Background: an optimization exercise with open tools, aiming at small area and a short achievable clock period. Do not read the settings as production practice.
At most, simulation tests tie the RTL to the original design; equivalence was not proved.

==> run Y <==
## IDP_encoder_42
module IDP_encoder_42(
  input wire [28:0] datain,
  input wire clock,
  output reg [41:0] codeout
);
  wire t_a63245986_b1 = ~datain[1];
  wire t_a63245986_b2 = (~datain[2] & t_a63245986_b1);
  wire t_a63245986_b3 = (~datain[3] & t_a63245986_b2);
  wire t_a63245986_b4 = (~datain[4] & t_a63245986_b3);
  wire t_a63245986_b5 = (~datain[5] | t_a63245986_b4);
  wire t_a63245986_b6 = (~datain[6] & t_a63245986_b5);
  wire t_a63245986_b7 = (~datain[7] | t_a63245986_b6);
  wire t_a63245986_b8 = (~datain[8] & t_a63245986_b7);
  wire t_a63245986_b9 = (~datain[9] | t_a63245986_b8);
  wire t_a63245986_b10 = (~datain[10] | t_a63245986_b9);
  wire t_a63245986_b11 = (~datain[11] | t_a63245986_b10);
  wire t_a63245986_b12 = (~datain[12] & t_a63245986_b11);
  wire t_a63245986_b13 = (~datain[13] & t_a63245986_b12);
  wire t_a63245986_b14 = (~datain[14] & t_a63245986_b13);
  wire t_a63245986_b15 = (~datain[15] & t_a63245986_b14);
  wire t_a63245986_b16 = (~datain[16] | t_a63245986_b15);
  wire t_a63245986_b17 = (~datain[17] & t_a63245986_b16);
  wire t_a63245986_b18 = (~datain[18] | t_a63245986_b17);
  wire t_a63245986_b19 = (~datain[19] & t_a63245986_b18);
  wire t_a63245986_b20 = (~datain[20] & t_a63245986_b19);
  wire t_a63245986_b21 = (~datain[21] & t_a63245986_b20);
  wire t_a63245986_b22 = (~datain[22] | t_a63245986_b21);
  wire t_a63245986_b23 = (~datain[23] | t_a63245986_b22);
  wire t_a63245986_b24 = (~datain[24] | t_a63245986_b23);
  wire t_a63245986_b25 = (~datain[25] | t_a63245986_b24);
  wire t_a63245986_b26 = (~datain[26] & t_a63245986_b25);
  wire t_a63245986_b27 = (~datain[27] & t_a63245986_b26);
  wire t_a63245986_b28 = (~datain[28] & t_a63245986_b27);
  wire t_a165580141_b29 = ~datain[0];
  wire t_a165580141_b30 = (~datain[1] & t_a165580141_b29);
  wire t_a165580141_b31 = (~datain[2] | t_a165580141_b30);
  wire t_a165580141_b32 = (~datain[3] | t_a165580141_b31);
  wire t_a165580141_b33 = (~datain[4] & t_a165580141_b32);
  wire t_a165580141_b34 = (~datain[5] | t_a165580141_b33);
  wire t_a165580141_b35 = (~datain[6] | t_a165580141_b34);
  wire t_a165580141_b36 = (~datain[7] & t_a165580141_b35);
  wire t_a165580141_b37 = (~datain[8] | t_a165580141_b36);
  wire t_a165580141_b38 = (~datain[9] & t_a165580141_b37);
  ...
export LEC_CHECK = 0
export ABC_AREA = 1
export CAP_MARGIN = 20
export CORE_MARGIN = 2
export CORE_UTILIZATION = 50
export CTS_CLUSTER_DIAMETER = 60
export CTS_CLUSTER_SIZE = 10
export SLEW_MARGIN = 20
create_clock -name core_clock -period 70.0 [get_ports {clock}]
standard.sh (not shown) runs the stock make flow with config.mk's settings and CLKGATE_MAP_FILE= SYNTH_SCRIPT=/design/flow/synth_recipe.tcl, a recipe that flattens the netlist after the stock synthesis.
==> flow/flow/run.sh <==
#!/bin/bash
set -euo pipefail
W=$(pwd)
rm -rf "$W/scripts_mod"
cp -r "$FLOW_HOME/scripts" "$W/scripts_mod"
cp "$W/flow/abc_area.script" "$W/scripts_mod/abc_area.script"
EXTRA=()
if [[ -f "$W/flow/make_args" ]]; then read -r -a EXTRA < "$W/flow/make_args"; fi
bash "$W/standard.sh" SCRIPTS_DIR="$W/scripts_mod" "${EXTRA[@]}" finish > "$W/orfs_make.log" 2>&1 || { tail -50 "$W/orfs_make.log"; exit 1; }
tail -5 "$W/orfs_make.log"
==> flow/flow/abc_area.script <==
strash
dc2
dch -f
amap -m
topo
stime -c
==> flow/flow/make_args <==
SETUP_SLACK_MARGIN=32
==> run Z (differences from run Y) <==
--- a/flow/design.v
+++ b/flow/design.v
@@ -1466,11 +1466,10 @@
   wire w1__t2_b1461 = ~w4__v1455;
   wire w1__r1462 = ~w4__c1456 & w1__t2_b1461;
   wire w1__r1463 = ~w4__c1456 & ~w1__t2_b1461;
   wire w1__r1464 = w4__c1456 & w1__a1_b1460;
   wire w1__r1465 = w4__c1456 & ~w1__a1_b1460;
   wire w1__s1466 = w1__r1463 | w1__r1465;
   wire w1__v1467 = w4__v1454 ^ (w1__s1466);
   wire w1__c1468 = w1__r1463 | w1__r1465;
-  wire [41:0] code_w = {t_c267, t_c266, t_c265, t_c264, w37__c434, w37__c433, w37__c432, w34__c589, w34__c588, w34__c587, w31__c733, w31__c732, w31__c731, w28__c865, w28__c864, w28__c863, w25__c983, w25__c982, w25__c981, w22__c1089, w22__c1088, w22__c1087, w19__c1185, w19__c1184, w19__c1183, w16__c1268, w16__c1267, w16__c1266, w13__c1333, w13__c1332, w13__c1331, w10__c1386, w10__c1385, w10__c1384, w7__c1428, w7__c1427, w7__c1426, w4__c1458, w4__c1457, w4__c1456, w1__c1468, w1__v1467};
-  always @(posedge clock) codeout <= code_w;
+  always @(posedge clock) codeout <= {t_c267, t_c266, t_c265, t_c264, w37__c434, w37__c433, w37__c432, w34__c589, w34__c588, w34__c587, w31__c733, w31__c732, w31__c731, w28__c865, w28__c864, w28__c863, w25__c983, w25__c982, w25__c981, w22__c1089, w22__c1088, w22__c1087, w19__c1185, w19__c1184, w19__c1183, w16__c1268, w16__c1267, w16__c1266, w13__c1333, w13__c1332, w13__c1331, w10__c1386, w10__c1385, w10__c1384, w7__c1428, w7__c1427, w7__c1426, w4__c1458, w4__c1457, w4__c1456, w1__c1468, w1__v1467};
 endmodule
==> flow/flow/run.sh (replaced) <==
#!/bin/bash
set -euo pipefail
W=$(pwd)
rm -rf "$W/scripts_mod"
cp -r "$FLOW_HOME/scripts" "$W/scripts_mod"
cp "$W/flow/abc_area.script" "$W/scripts_mod/abc_area.script"
EXTRA=()
if [[ -f "$W/flow/make_args" ]]; then mapfile -t EXTRA < "$W/flow/make_args"; fi
bash "$W/standard.sh" SCRIPTS_DIR="$W/scripts_mod" "${EXTRA[@]}" finish > "$W/orfs_make.log" 2>&1 || { tail -50 "$W/orfs_make.log"; exit 1; }
tail -5 "$W/orfs_make.log"
==> flow/flow/abc_area.script (replaced) <==
strash
dc2
dch -f
map -D 24000
strash
dch -f
map -D 24000
topo
buffer -c
upsize -c -D 24000
dnsize -c -D 24000
==> flow/flow/make_args (replaced) <==
BUFFER_PORTS_ARGS=-buffer_cell sky130_fd_sc_hd__buf_1
- CORE_UTILIZATION: 50 -> 45
- CTS_BUF_LIST: unset -> sky130_fd_sc_hd__clkbuf_8
- CTS_CLUSTER_DIAMETER: 60 -> 150
- CTS_CLUSTER_SIZE: 10 -> 40
- PLACE_DENSITY: unset -> 0.75
==> notes <==
Run Z finished clean. Run Y failed in 5_1_grt (GRT-0116). Synthesized cell count: run Y is smaller than run Z (2.3%). Between run Y and run Z, the lower synthesized area is in run Y (gap about 6%, measured against run Z).
No functional check of the RTL was part of run Y.

## re-timing with driven ports
How much do the figures lean on ideal ports? The routed layout below was timed once more, with nothing changed but the port constraints. Step 1, drivers: a clkbuf_16 drives clock and a buf_2 each remaining input, both assumed. Step 2 adds t to the input delays and takes it off the output delays; t is the mean of the earliest and latest rising clock arrival at the registers after step 1. Input paths then give back, and output paths get back, about the clock's delay inside the block. a / b / c = ideal ports / drivers / drivers and shift; a / b = the first two.
run: run Z
t, ns: 0.374
slack for setup (ns): 25.538 / 25.563 / 25.188
hold WS [ns]: 14.323 / 14.300 / 14.405
worst setup path after step 2: input to register
clock arrival spread, ns: 0.023 / 0.023
After both steps run Z still meets setup and hold. The setup slack of run Z moves by +0.025 ns with the drivers and by -0.350 ns with both steps.
